Source: an optimization exercise on an open RTL-to-GDS flow (aim: small area, a short achievable clock period and few clock cycles). Production flows keep margins and buffers that such runs may drop. Where RTL was checked, it was by simulation tests only, not by an equivalence proof against the original. Power and IR drop assume default switching activity.

==> flow/design.v (excerpt) <==
module my_chip (
    input  logic [11:0] io_in,
    output logic [11:0] io_out,
    input  logic clock,
    input  logic reset
);
Size in the first run: about 2300 cells after synthesis, about 270 flip-flops, ~26 I/O pins.
clock: 8.0 ns
lec_check: 0
abc_area: 1
cap_margin: 20
core_margin: 2
core_utilization: 40
cts_buf_list: sky130_fd_sc_hd__clkbuf_4 sky130_fd_sc_hd__clkbuf_8
cts_cluster_size: 25
setup_slack_margin: 5.0
slew_margin: 20
tns_end_percent: 0
run.sh (not shown) runs the stock make flow with config.mk's settings and CLKGATE_MAP_FILE= SYNTH_SCRIPT=/design/flow/synth_recipe.tcl, a recipe that flattens the netlist after the stock synthesis.
Edit:
--- a/flow/design.v
+++ b/flow/design.v
@@ -8,22 +8,22 @@
     localparam [11:0] BUBBLE = 12'h300;  
     logic [11:0] cmd;         
     logic [9:0]  rpc;         
     logic [11:0] xi;          
     logic [11:0] xa, xb;      
     logic        zf, pf;      
     logic [11:0] rf [0:15];   
+    logic [15:0] rv;          
     assign io_out = cmd;
     logic x_add, x_sub, x_and, x_or, x_xor, x_shl, x_shr, x_sra, x_not, x_li;
     logic x_we, x_fwe;
     wire [3:0] xop = xi[11:8];
     wire [3:0] xrd = xi[7:4];
     wire x_load  = (xop == 4'b0001);
-    logic x_jdone;            
-    wire x_jump  = (xop == 4'b0010) & ~x_jdone;
+    wire x_jump  = (xop == 4'b0010);
     wire x_store = (xop[3:1] == 3'b011);
     wire x_halt  = (xop == 4'b0000);
     logic [11:0] xa_rev, sh_in, sh_out, sh_rev;
     always_comb begin
         for (int i = 0; i < 12; i++) xa_rev[i] = xa[11 - i];
     end
     assign sh_in = x_shl ? xa_rev : xa;
@@ -62,16 +62,25 @@
     wire [3:0] ird = io_in[7:4];
     wire [3:0] irs = io_in[3:0];
     wire i_load  = (iop == 4'b0001);
     wire i_store = (iop[3:1] == 3'b011);
     wire i_halt  = (iop == 4'b0000);
     wire i_jump  = (iop == 4'b0010);
     wire i_br    = (iop == 4'b0011);
-    wire [11:0] ra = (x_we && xrd == ird) ? res : rf[ird];
-    wire [11:0] rb = (x_we && xrd == irs) ? res : rf[irs];
+    logic [11:0] rf_a, rf_b;
+    always_comb begin
+        rf_a = 12'b0;
+        rf_b = 12'b0;
+        for (int i = 0; i < 16; i++) begin
+            rf_a = rf_a | (rf[i] & {12{rv[i] & (ird == i)}});
+            rf_b = rf_b | (rf[i] & {12{rv[i] & (irs == i)}});
+        end
+    end
+    wire [11:0] ra = (x_we && xrd == ird) ? res : rf_a;
+    wire [11:0] rb = (x_we && xrd == irs) ? res : rf_b;
     wire br_taken = i_br & (io_in[7] ? pn : zn);
     wire [9:0] fa  = cmd[9:0];
     wire [9:0] fa1 = fa + 10'd1;
     wire [6:0] bg = fa1[6:0] & io_in[6:0];
     wire [6:0] bp = fa1[6:0] ^ io_in[6:0];
     wire [6:0] g1, p1, g2, p2, g3;
     genvar k;
@@ -99,30 +108,27 @@
     wire c7 = g3[6];
     wire [2:0] hi_p = fa1[9:7] + 3'd1;
     wire [2:0] hi_m = fa1[9:7] - 3'd1;
     wire [2:0] hi = c7 ? (io_in[6] ? fa1[9:7] : hi_p)
                        : (io_in[6] ? hi_m : fa1[9:7]);
     wire [9:0] br_t = {hi, lo};
     wire [9:0] jp_t = rpc + xa[9:0];
-    wire [9:0] jp_li = fa1 + {6'b0, xi[3:0]};
-    wire jump_fwd = i_jump & x_li & (xrd == ird);
     logic [11:0] cmd_n;
     logic [9:0]  rpc_n;
     logic [11:0] xi_n;
     always_comb begin
         cmd_n = cmd;
         rpc_n = rpc;
         xi_n  = BUBBLE;
         if (fetch) begin
             xi_n = io_in;
             rpc_n = fa1;
             if (i_load)       cmd_n = {2'b10, rb[9:0]};
             else if (i_store) cmd_n = {2'b00, rb[9:0]};
             else if (i_halt)  cmd_n = {2'b11, 10'b0};
-            else if (jump_fwd) cmd_n = {2'b10, jp_li};
             else if (i_jump)  cmd_n = {2'b10, fa1};
             else if (br_taken) cmd_n = {2'b10, br_t};
             else               cmd_n = {2'b10, fa1};
         end else if (x_halt) begin
             xi_n = xi;
         end else if (x_store & ~cmd[10]) begin
             cmd_n = {2'b01, 3'b000, xop[0], (xop[0] ? xa[11:6] : xa[5:0])};
@@ -131,22 +137,20 @@
         end else begin  
             cmd_n = {2'b10, rpc};
         end
     end
     always_ff @(posedge clock or posedge reset) begin
         if (reset) begin
             cmd <= {2'b10, 10'd0};
-            x_jdone <= 1'b0;
             rpc <= 10'd0;
             xi  <= BUBBLE;
             zf  <= 1'b0;
             pf  <= 1'b0;
         end else begin
             cmd <= cmd_n;
-            x_jdone <= fetch & jump_fwd;
             rpc <= rpc_n;
             xi  <= xi_n;
             zf  <= zn;
             pf  <= pn;
         end
     end
     always_ff @(posedge clock) begin
@@ -170,16 +174,16 @@
             x_li  <= (nop_ == 4'b0100);
             x_we  <= nop_[3] | (nop_[3:1] == 3'b010);
             x_fwe <= (nop_[3] | (nop_ == 4'b0101)) & (xi_n != 12'hB11);
         end
     end
     wire rf_we = x_we | x_load;
     wire [11:0] rf_wd = x_load ? io_in : res;
+    always_ff @(posedge clock) begin
+        if (rf_we) rf[xrd] <= rf_wd;
+    end
     always_ff @(posedge clock or posedge reset) begin
-        if (reset) begin
-            for (int i = 0; i < 16; i++) rf[i] <= 12'b0;
-        end else if (rf_we) begin
-            rf[xrd] <= rf_wd;
-        end
+        if (reset) rv <= 16'b0;
+        else if (rf_we) rv[xrd] <= 1'b1;
     end
 endmodule
 `default_nettype wire
Worst setup slack got worse by 110 ps.
Via count decreases by 11%.
Cell area decreases by about 3.7%.
Die area decreases by about 4%.
Maximum frequency decreases by about 3%.
Combinational power decreases by about 36%.
Count of clock-buffer cells in the layout increases by 8.
Area after synthesis decreases by about 4%.
Cell count decreases by about 13%.
Total power decreases by 24%.
Sequential share of layout area increases by 8.1 points.
Sequential power decreases by 18%.
Global-route usage increases by 0.93 points.
Clock skew decreases by 12 ps.
No run of this note included a check of the RTL's function; only the layout flow was run.

Another version of the RTL of my_chip (not shown whole).
For scale: about 260 flip-flops, about 26 I/O pins, about 16000 µm² of cells after synthesis.
==> module my_chip, before the edit <==
module my_chip (
    input  logic [11:0] io_in,
    output logic [11:0] io_out,
    input  logic clock,
    input  logic reset
);
    localparam [11:0] BUBBLE = 12'h300;  
    logic [11:0] cmd;         
    logic [9:0]  rpc;         
    logic [11:0] xi;          
    logic [11:0] xa, xb;      
    logic        zf, pf;      
    logic [11:0] rf [0:15];   
    assign io_out = cmd;
    logic x_add, x_sub, x_and, x_or, x_xor, x_shl, x_shr, x_sra, x_not, x_li;
    logic x_we, x_fwe;
    wire [3:0] xop = xi[11:8];
    wire [3:0] xrd = xi[7:4];
    wire x_load  = (xop == 4'b0001);
    wire x_jump  = (xop == 4'b0010);
    wire x_store = (xop[3:1] == 3'b011);
    wire x_halt  = (xop == 4'b0000);
    logic [11:0] xa_rev, sh_in, sh_out, sh_rev;
    always_comb begin
        for (int i = 0; i < 12; i++) xa_rev[i] = xa[11 - i];
    end
    assign sh_in = x_shl ? xa_rev : xa;
    wire sh_fill = x_sra & xa[11];
    wire big = |xb[11:4] | (xb[3:0] >= 4'd12);
    wire [23:0] sh_w = {{12{sh_fill}}, sh_in} >> xb[3:0];
    always_comb begin
        sh_out = sh_w[11:0];
        if (big) sh_out = {12{sh_fill}};
        for (int i = 0; i < 12; i++) sh_rev[i] = sh_out[11 - i];
    end
    wire [11:0] add_a = xa ^ {12{x_sub}};
    wire [11:0] sum = add_a + xb + {11'b0, x_sub};
    wire [11:0] res = ({12{x_add | x_sub}} & sum)
                    | ({12{x_and}} & (xa & xb))
                    | ({12{x_or}}  & (xa | xb))
                    | ({12{x_xor}} & (xa ^ xb))
                    | ({12{x_shl}} & sh_rev)
                    | ({12{x_shr}} & sh_out)
                    | ({12{x_not}} & ~xb)
                    | ({12{x_li}}  & {8'b0, xi[3:0]});
    wire [11:0] ab_x = xa ^ xb;
    wire z_as  = ((add_a ^ xb) == {add_a[10:0] | xb[10:0], x_sub});
    wire z_and = ((xa & xb) == 12'b0);
    wire z_or  = ((xa | xb) == 12'b0);
    wire z_xor = (ab_x == 12'b0);
    wire z_not = (xb == 12'hFFF);
    wire z_sh  = (sh_out == 12'b0);
    wire res_z = ((x_add | x_sub) & z_as) | (x_xor & z_xor) | (x_and & z_and)
               | (x_or & z_or) | (x_not & z_not) | ((x_shl | x_shr) & z_sh);
    wire res_p = ~res[11] & ~res_z;
    wire zn = x_fwe ? res_z : zf;
    wire pn = x_fwe ? res_p : pf;
    wire fetch = cmd[11] & ~cmd[10] & ~x_load & ~x_jump;
    wire [3:0] iop = io_in[11:8];
    wire [3:0] ird = io_in[7:4];
    wire [3:0] irs = io_in[3:0];
    wire i_load  = (iop == 4'b0001);
    wire i_store = (iop[3:1] == 3'b011);
    wire i_halt  = (iop == 4'b0000);
    wire i_jump  = (iop == 4'b0010);
    wire i_br    = (iop == 4'b0011);
    wire [11:0] ra = (x_we && xrd == ird) ? res : rf[ird];
    wire [11:0] rb = (x_we && xrd == irs) ? res : rf[irs];
    wire br_taken = i_br & (io_in[7] ? pn : zn);
    wire [9:0] fa  = cmd[9:0];
    wire [9:0] fa1 = fa + 10'd1;
    wire [6:0] bg = fa1[6:0] & io_in[6:0];
    wire [6:0] bp = fa1[6:0] ^ io_in[6:0];
    wire [6:0] g1, p1, g2, p2, g3;
    genvar k;
    generate
        for (k = 0; k < 7; k++) begin : pfx
            if (k % 2 == 1) begin
                assign g1[k] = bg[k] | (bp[k] & bg[k-1]);
                assign p1[k] = bp[k] & bp[k-1];
            end else begin
                assign g1[k] = bg[k];
                assign p1[k] = bp[k];
            end
            if (k % 4 >= 2) begin
                assign g2[k] = g1[k] | (p1[k] & g1[(k/4)*4+1]);
                assign p2[k] = p1[k] & p1[(k/4)*4+1];
            end else begin
                assign g2[k] = g1[k];
                assign p2[k] = p1[k];
            end
            if (k >= 4) assign g3[k] = g2[k] | (p2[k] & g2[3]);
            else        assign g3[k] = g2[k];
        end
    endgenerate
    wire [6:0] lo = bp ^ {g3[5:0], 1'b0};
    wire c7 = g3[6];
    wire [2:0] hi_p = fa1[9:7] + 3'd1;
    wire [2:0] hi_m = fa1[9:7] - 3'd1;
    wire [2:0] hi = c7 ? (io_in[6] ? fa1[9:7] : hi_p)
                       : (io_in[6] ? hi_m : fa1[9:7]);
    wire [9:0] br_t = {hi, lo};
    wire [9:0] jp_t = rpc + xa[9:0];
    wire f_ldst = fetch & (i_load | i_store);
    wire f_brt  = fetch & br_taken;
    logic [11:0] cmd_e;      
    always_comb begin
        if (fetch)
            cmd_e = i_halt ? {2'b11, 10'b0} : {2'b10, fa1};
        else if (x_halt)
            cmd_e = cmd;
        else if (x_store & ~cmd[10])
            cmd_e = {2'b01, 3'b000, xop[0], (xop[0] ? xa[11:6] : xa[5:0])};
        else if (x_jump)
            cmd_e = {2'b10, jp_t};
        else  
            cmd_e = {2'b10, rpc};
    end
    wire [11:0] cmd_n = f_ldst ? {~i_store, 1'b0, rb[9:0]}
                      : f_brt  ? {2'b10, br_t}
                      : cmd_e;
    wire [9:0]  rpc_n = fetch ? fa1 : rpc;
    wire [11:0] xi_n  = fetch ? io_in : (x_halt ? xi : BUBBLE);
    always_ff @(posedge clock or posedge reset) begin
        if (reset) begin
            cmd <= {2'b10, 10'd0};
            rpc <= 10'd0;
            xi  <= BUBBLE;
            zf  <= 1'b0;
            pf  <= 1'b0;
        end else begin
            cmd <= cmd_n;
            rpc <= rpc_n;
            xi  <= xi_n;
            zf  <= zn;
            pf  <= pn;
        end
    end
    always_ff @(posedge clock) begin
        xa <= ra;
        xb <= rb;
    end
    wire [3:0] nop_ = xi_n[11:8];
    always_ff @(posedge clock or posedge reset) begin
        if (reset) begin
            {x_add, x_sub, x_and, x_or, x_xor, x_shl, x_shr, x_sra, x_not, x_li, x_we, x_fwe} <= '0;
        end else begin
            x_add <= (nop_ == 4'b1000);
            x_sub <= (nop_ == 4'b1001);
            x_and <= (nop_ == 4'b1010);
            x_or  <= (nop_ == 4'b1011);
            x_xor <= (nop_ == 4'b1100);
            x_shl <= (nop_ == 4'b1101);
            x_shr <= (nop_[3:1] == 3'b111);
            x_sra <= (nop_ == 4'b1111);
            x_not <= (nop_ == 4'b0101);
            x_li  <= (nop_ == 4'b0100);
            x_we  <= nop_[3] | (nop_[3:1] == 3'b010);
            x_fwe <= (nop_[3] | (nop_ == 4'b0101)) & (xi_n != 12'hB11);
        end
    end
    wire rf_we = x_we | x_load;
    wire [11:0] rf_wd = x_load ? io_in : res;
    always_ff @(posedge clock or posedge reset) begin
        if (reset) begin
            for (int i = 0; i < 16; i++) rf[i] <= 12'b0;
        end else if (rf_we) begin
            rf[xrd] <= rf_wd;
        end
    end
endmodule
==> flow/config.mk <==
export PLATFORM = sky130hd
export DESIGN_NAME = my_chip
export DESIGN_NICKNAME = my_chip
export VERILOG_FILES = /design/flow/design.v
export SDC_FILE = /design/flow/constraint.sdc
export NUM_CORES = 4
export LEC_CHECK = 0
export ABC_AREA = 1
export CAP_MARGIN = 20
export CORE_MARGIN = 2
export CORE_UTILIZATION = 40
export CTS_BUF_LIST = sky130_fd_sc_hd__clkbuf_4 sky130_fd_sc_hd__clkbuf_8
export CTS_CLUSTER_SIZE = 25
export SETUP_SLACK_MARGIN = 5.0
export SLEW_MARGIN = 20
export TNS_END_PERCENT = 0
==> flow/constraint.sdc <==
create_clock -name core_clock -period 8.0 [get_ports {clock}]
set_input_delay 1.6000 -clock core_clock [delete_from_list [all_inputs] [get_ports {clock}]]
set_output_delay 1.6000 -clock core_clock [all_outputs]
set_load 0.01 [all_outputs]
The baseline passed the timing, design-rule and antenna checks.
Change:
--- a/flow/design.v
+++ b/flow/design.v
@@ -16,11 +16,12 @@
     logic x_add, x_sub, x_and, x_or, x_xor, x_shl, x_shr, x_sra, x_not, x_li;
     logic x_we, x_fwe;
     wire [3:0] xop = xi[11:8];
     wire [3:0] xrd = xi[7:4];
     wire x_load  = (xop == 4'b0001);
-    wire x_jump  = (xop == 4'b0010);
+    logic x_jdone;            
+    wire x_jump  = (xop == 4'b0010) & ~x_jdone;
     wire x_store = (xop[3:1] == 3'b011);
     wire x_halt  = (xop == 4'b0000);
     logic [11:0] xa_rev, sh_in, sh_out, sh_rev;
     always_comb begin
         for (int i = 0; i < 12; i++) xa_rev[i] = xa[11 - i];
@@ -100,16 +101,18 @@
     wire [2:0] hi_m = fa1[9:7] - 3'd1;
     wire [2:0] hi = c7 ? (io_in[6] ? fa1[9:7] : hi_p)
                        : (io_in[6] ? hi_m : fa1[9:7]);
     wire [9:0] br_t = {hi, lo};
     wire [9:0] jp_t = rpc + xa[9:0];
+    wire [9:0] jp_li = fa1 + {6'b0, xi[3:0]};
+    wire jump_fwd = i_jump & x_li & (xrd == ird);
     wire f_ldst = fetch & (i_load | i_store);
     wire f_brt  = fetch & br_taken;
     logic [11:0] cmd_e;      
     always_comb begin
         if (fetch)
-            cmd_e = i_halt ? {2'b11, 10'b0} : {2'b10, fa1};
+            cmd_e = i_halt ? {2'b11, 10'b0} : {2'b10, (jump_fwd ? jp_li : fa1)};
         else if (x_halt)
             cmd_e = cmd;
         else if (x_store & ~cmd[10])
             cmd_e = {2'b01, 3'b000, xop[0], (xop[0] ? xa[11:6] : xa[5:0])};
         else if (x_jump)
@@ -123,16 +126,18 @@
     wire [9:0]  rpc_n = fetch ? fa1 : rpc;
     wire [11:0] xi_n  = fetch ? io_in : (x_halt ? xi : BUBBLE);
     always_ff @(posedge clock or posedge reset) begin
         if (reset) begin
             cmd <= {2'b10, 10'd0};
+            x_jdone <= 1'b0;
             rpc <= 10'd0;
             xi  <= BUBBLE;
             zf  <= 1'b0;
             pf  <= 1'b0;
         end else begin
             cmd <= cmd_n;
+            x_jdone <= fetch & jump_fwd;
             rpc <= rpc_n;
             xi  <= xi_n;
             zf  <= zn;
             pf  <= pn;
         end
Design area rose by 4.7%.
First-iteration DRC count rises by 13%.
Synthesized cell count rose by 6.5%.
Cell count rose by 5.8%.
Wire length hardly moves.
Utilization is higher by 0.80 points.
Testbench counts after the change, summed over its fixed seeds: cycles 139,326.
Function not checked in the first run of this note: the RTL went through the layout flow alone.

==> separate check: timing with driven ports <==
Ports are ideal in the flow. The routed layouts listed here were re-timed in OpenROAD. Step 1 (the two cells are an assumption about what drives the block):
set clk [get_ports {clock}]
set_driving_cell -lib_cell sky130_fd_sc_hd__clkbuf_16 $clk
set_driving_cell -lib_cell sky130_fd_sc_hd__buf_2 [delete_from_list [all_inputs] $clk]
Step 2 adds t to the input delays and takes it off the output delays; t is the mean of the earliest and latest rising clock arrival at the registers after step 1. Input paths then give back, and output paths get back, about the clock's delay inside the block. Slacks: no drivers / after step 1 / after step 2; pairs: no drivers / after step 1.
| run | t (ns) | slack for setup (ns) | worst hold slack (ns) | pins driven straight from the clock port |
|---|---|---|---|---|
| the first run of note 1 | 0.668 | 4.685 / 4.712 / 4.044 | 0.484 / 0.484 / 0.484 | 1 |
| the second run of note 1 | 0.676 | 4.578 / 4.604 / 3.929 | 0.514 / 0.514 / 0.514 | 1 |
| the first run of note 2 | 0.667 | 4.751 / 4.727 / 4.110 | 0.483 / 0.483 / 0.483 | 1 |
| the second run of note 2 | 0.665 | 4.775 / 4.775 / 4.172 | 0.487 / 0.487 / 0.487 | 1 |
After both steps every run listed still meets setup and hold. For the second run of note 1, which loses most, drivers alone change the setup slack by +0.026 ns; drivers and shift together by -0.649 ns.
